Background: an optimization exercise with open tools, aiming at small area, a short achievable clock period and few clock cycles. Do not read the settings as production practice. The RTL was checked by simulation tests, not by an equivalence proof against the original design. Power and IR drop assume default switching activity.

// lampFPU_top
module lampFPU_top (
	clk, rst,
	flush_i, padv_i,
	opcode_i, rndMode_i, op1_i, op2_i,
	result_o, isResultValid_o, isReady_o
);
Size in the first run: ~4,500 cells after synthesis, ~67 flip-flops, roughly 91 I/O pins, ~26,000 sq um of cells after synthesis.
export LEC_CHECK = 0
export ABC_AREA = 1
export CAP_MARGIN = 20
export CORE_MARGIN = 2
export CORE_UTILIZATION = 40
export SETUP_SLACK_MARGIN = 5
export SLEW_MARGIN = 20
export TNS_END_PERCENT = 5
create_clock -name core_clock -period 15.0 [get_ports {clk}]
standard.sh (not shown) runs the stock make flow with config.mk's settings and CLKGATE_MAP_FILE= SYNTH_SCRIPT=/design/flow/synth_recipe.tcl, a recipe that flattens the netlist after the stock synthesis.
==> flow/flow/run.sh <==
#!/bin/bash
set -euo pipefail
bash standard.sh SETUP_SLACK_MARGIN=6 finish > standard.log 2>&1
Testbench counts at the start, summed over its fixed seeds: cycles 20,075.
==> next run, changes <==
==> flow/run.sh (new file) <==
#!/bin/bash
# synth_recipe.tcl (not shown) runs the flow's synth.tcl, then flattens the netlist and writes it again
# the make line also repeats each setting of config.mk as NAME=value (left out here)
make -C /OpenROAD-flow-scripts/flow DESIGN_CONFIG=/design/flow/config.mk WORK_HOME=/design/flow/orfs CLKGATE_MAP_FILE= SYNTH_SCRIPT=/design/flow/synth_recipe.tcl finish
Settings changed: TNS_END_PERCENT 5 to not set.
removed: flow/flow/run.sh
removed: flow/standard.sh
Total power goes down by 6.0%.
Utilization goes down by 1.2 points.
Clock power barely changes.
==> next run, changes <==
==> flow/flow/run.sh (new file) <==
#!/bin/bash
set -euo pipefail
bash standard.sh SETUP_SLACK_MARGIN=7 finish > standard.log 2>&1
==> flow/standard.sh (new file) <==
#!/bin/bash
# synth_recipe.tcl (not shown) runs the flow's synth.tcl, then flattens the netlist and writes it again
# the make line also repeats each setting of config.mk as NAME=value (left out here)
make -C /OpenROAD-flow-scripts/flow DESIGN_CONFIG=/design/flow/config.mk WORK_HOME=/design/flow/orfs CLKGATE_MAP_FILE= SYNTH_SCRIPT=/design/flow/synth_recipe.tcl "${@:-finish}"
removed: flow/run.sh
After rerunning: Utilization increases by 7.0 points. Synthesized cell count is unchanged. Die area stays the same. Clock power increases by about 5%. Area after synthesis is unchanged. Final cell count increases by about 5%. Power increases by about 25%. Clock-buffer cell count does not change. Routed wire length increases by about 10%.
==> next run, changes <==
==> flow/run.sh (new file) <==
#!/bin/bash
# synth_recipe.tcl (not shown) runs the flow's synth.tcl, then flattens the netlist and writes it again
# the make line also repeats each setting of config.mk as NAME=value (left out here)
make -C /OpenROAD-flow-scripts/flow DESIGN_CONFIG=/design/flow/config.mk WORK_HOME=/design/flow/orfs CLKGATE_MAP_FILE= SYNTH_SCRIPT=/design/flow/synth_recipe.tcl finish
Settings changed: SETUP_SLACK_MARGIN 5 to 0.
removed: flow/flow/run.sh
removed: flow/standard.sh
The changed run completed without violations.
Register-to-register slack is worse by 0.78 ns.
Combinational power falls by 26%.
Final cell count falls by 5.3%.
Fmax falls by 25%.
Worst setup slack is worse by 2.7 ns.
Die area does not change.
Hold slack is worse by 0.014 ns.
Count of clock-buffer cells in the layout is unchanged.
Clock power falls by about 4%.
Utilization falls by 7.5 points.
==> next run, changes <==
Settings changed: CORE_UTILIZATION 40 to 60, SETUP_SLACK_MARGIN 0 to 5.
Result:
- worst hold slack gets better by 0.11 ns
- fmax rises by about 12%
- clock-buffer cell count rises by 1
- cell area falls by about 0.4%
- die area falls by about 33%
- critical path depth rises by 1
- power rises by 0.57%
- clock skew falls by 0.011 ns
- final cell count falls by about 5%
- utilization rises by 21 points
- area after synthesis is unchanged
==> next run, changes <==
==> flow/flow/run.sh (new file) <==
#!/bin/bash
set -euo pipefail
bash standard.sh SETUP_SLACK_MARGIN=6 finish > standard.log 2>&1
==> flow/standard.sh (new file) <==
#!/bin/bash
# synth_recipe.tcl (not shown) runs the flow's synth.tcl, then flattens the netlist and writes it again
# the make line also repeats each setting of config.mk as NAME=value (left out here)
make -C /OpenROAD-flow-scripts/flow DESIGN_CONFIG=/design/flow/config.mk WORK_HOME=/design/flow/orfs CLKGATE_MAP_FILE= SYNTH_SCRIPT=/design/flow/synth_recipe.tcl "${@:-finish}"
Settings changed: CORE_UTILIZATION 60 to 40.
removed: flow/run.sh
The changed run produced a clean layout.
Total power goes up by 7.5%.
Design area increases by 4.8%.
Non-clock buffer count increases by 60.
Routed wire length went up by about 7%.
Clock-buffer cell count shrinks by 1.
Maximum frequency increases by 8.6%.
Synthesized area is unchanged.
Global-route usage came out lower by 14 points.
Hold slack loses 0.11 ns.
Sequential share of layout area falls by 0.33 points.
Utilization falls by 19 points.

---

Another version of the RTL of lampFPU_top (not shown whole).
Size: ~4400 cells after synthesis, about 67 flip-flops, about 26000 um^2 of cells after synthesis.
Settings: LEC_CHECK=0, ABC_AREA=1, CAP_MARGIN=20, CORE_MARGIN=2, CORE_UTILIZATION=40, SETUP_SLACK_MARGIN=5, SLEW_MARGIN=20; clock period 15.0 ns.
==> flow/flow/run.sh <==
#!/bin/bash
set -euo pipefail
bash standard.sh SETUP_SLACK_MARGIN=6.5 finish > standard.log 2>&1
Testbench counts at the start, summed over its fixed seeds: cycles 20,075.
Then changed:
==> flow/flow/run.sh (replaced) <==
#!/bin/bash
set -euo pipefail
bash standard.sh SETUP_SLACK_MARGIN=6 "BUFFER_PORTS_ARGS=-buffer_cell sky130_fd_sc_hd__buf_2" finish > standard.log 2>&1
--- a/flow/config.mk
+++ b/flow/config.mk
@@ -9,4 +9,7 @@
 export CAP_MARGIN = 20
+export CELL_PAD_IN_SITES_DETAIL_PLACEMENT = 0
+export CELL_PAD_IN_SITES_GLOBAL_PLACEMENT = 0
 export CORE_MARGIN = 2
 export CORE_UTILIZATION = 40
+export PLACE_DENSITY = 0.85
 export SETUP_SLACK_MARGIN = 5
The new run completed without violations.
Wire length fell by a little under a tenth.
Non-clock buffer count falls by 115.
Die area stays the same.
Synthesized cell count does not change.
Design area fell by a little under a tenth.
Clock power rose by a few percent.
Power decreases by roughly a tenth.
Sequential cell count stays the same.
Area after synthesis is unchanged.
Sequential power is lower by a few percent.
Then changed:
--- a/flow/config.mk
+++ b/flow/config.mk
@@ -9,7 +9,4 @@
 export CAP_MARGIN = 20
-export CELL_PAD_IN_SITES_DETAIL_PLACEMENT = 0
-export CELL_PAD_IN_SITES_GLOBAL_PLACEMENT = 0
 export CORE_MARGIN = 2
 export CORE_UTILIZATION = 40
-export PLACE_DENSITY = 0.85
 export SETUP_SLACK_MARGIN = 5
What happened:
- The changed run completed with no timing, DRC or antenna violations
- flip-flop and latch count is unchanged
- die area stays the same
- worst setup slack got worse by 0.017 ns
- global-route usage is higher by 2.5 points
- critical path depth is lower by 4
- area after synthesis stays the same
- power is higher by a few percent
- routed wire length is higher by a few percent
- first-iteration DRC count is lower by a few percent
- final cell count barely changes
- fmax barely changes
Then changed:
--- a/flow/config.mk
+++ b/flow/config.mk
@@ -11,2 +11,4 @@
 export CORE_UTILIZATION = 40
+export GPL_ROUTABILITY_DRIVEN = 0
+export PLACE_DENSITY = 0.75
 export SETUP_SLACK_MARGIN = 5
After rerunning: The new run completed with no timing, DRC or antenna violations. Total power goes down by about 5%. Via count goes up by about 2.3%. Routed wire length goes down by 13%. Global-route usage goes down by 4.7 points.
Then changed:
==> flow/flow/run.sh (replaced) <==
#!/bin/bash
set -euo pipefail
bash standard.sh SETUP_SLACK_MARGIN=5.5 finish > standard.log 2>&1
--- a/flow/config.mk
+++ b/flow/config.mk
@@ -11,4 +11,2 @@
 export CORE_UTILIZATION = 40
-export GPL_ROUTABILITY_DRIVEN = 0
-export PLACE_DENSITY = 0.75
 export SETUP_SLACK_MARGIN = 5
What happened: Design area is higher by about 2%. Routed wire length is higher by about 15%. Via count falls by about 2%. Critical path depth went up by 8. Global-route usage came out higher by 4.8 points. Combinational power climbs by about 7%. Sequential cell count is unchanged. Clock skew is about the same. Hold slack got worse by 0.030 ns.

---

Setup of v6:
lampFPU_top, a different RTL version from the one above (not shown whole).
For scale: about 4,200 cells after synthesis, ~83 flip-flops, roughly 91 I/O pins, about 30,000 um^2 of cells after synthesis.
Settings: LEC_CHECK=0, CAP_MARGIN=20, CORE_MARGIN=2, CORE_UTILIZATION=40, SLEW_MARGIN=20; clock period 15.0 ns.
run.sh (not shown) runs the stock make flow with config.mk's settings and CLKGATE_MAP_FILE= SYNTH_SCRIPT=/design/flow/synth_recipe.tcl, a recipe that flattens the netlist after the stock synthesis.
Stock flow here: none of the scripts above is used.
Testbench counts of v6, summed over its fixed seeds: cycles 20,075.
[inputs] v7 vs v6
Settings: SETUP_SLACK_MARGIN now 5, previously not set; ABC_AREA now 1, previously not set.
Notes after the runs:
Timing, DRC, antenna: 0 failures across v6 and v7
Between v6 and v7, the routability congestion estimate figures differ only marginally.
Between v7 and v6, the clock group share of total power figures differ only marginally.
Taking v6 as the reference, in v7 via count shrank by 1,624; instance count on the critical path climbed about 21%.
For v6, the critical path endpoint was d_r[10], unlike v7, where it was result_o[0].

==> what the ideal ports hide <==
The results above use ideal ports. As a check the final layouts listed here were re-extracted and re-timed, cells and wires unchanged.
Step 1: set_driving_cell puts a clkbuf_16 on clk and a buf_2 on each other input, an assumption about the parent block.
Step 2 moves the port delays by t, midway between the first and last clock arrival at a register: inputs arrive t later, outputs are due t later. That takes back most of the time a late clock gives input paths.
a / b / c = no drivers / after step 1 / after step 2; a / b = the first two.
| run | t, ns | setup WS [ns] | worst setup path at the end |
|---|---|---|---|
| the first run of note 1 | 0.434 | 5.953 / 5.884 / 5.568 | input to register |
| the second run of note 1 | 0.414 | 5.442 / 5.438 / 5.060 | input to register |
| the third run of note 1 | 0.423 | 6.848 / 6.785 / 6.489 | input to register |
| the fourth run of note 1 | 0.416 | 4.138 / 4.159 / 3.743 | input to register |
| the fifth run of note 1 | 0.399 | 5.288 / 5.234 / 5.034 | input to register |
| the sixth run of note 1 | 0.431 | 6.060 / 5.990 / 5.691 | input to register |
| the first run of note 2 | 0.420 | 6.498 / 6.514 / 6.094 | input to register |
| the second run of note 2 | 0.420 | 6.251 / 6.198 / 5.805 | input to register |
| the third run of note 2 | 0.413 | 6.234 / 6.177 / 5.948 | input to register |
| the fourth run of note 2 | 0.415 | 6.296 / 6.239 / 5.963 | input to register |
| the fifth run of note 2 | 0.423 | 5.841 / 5.801 / 5.453 | input to register |
| v6 | 0.432 | 3.800 / 3.831 / 3.399 | input to register |
| v7 | 0.426 | 5.466 / 5.416 / 5.143 | input to register |
After both steps every run listed still meets setup and hold. The setup slack of the second run of note 2, which loses most, moves by -0.053 ns with the drivers and by -0.446 ns with both steps.
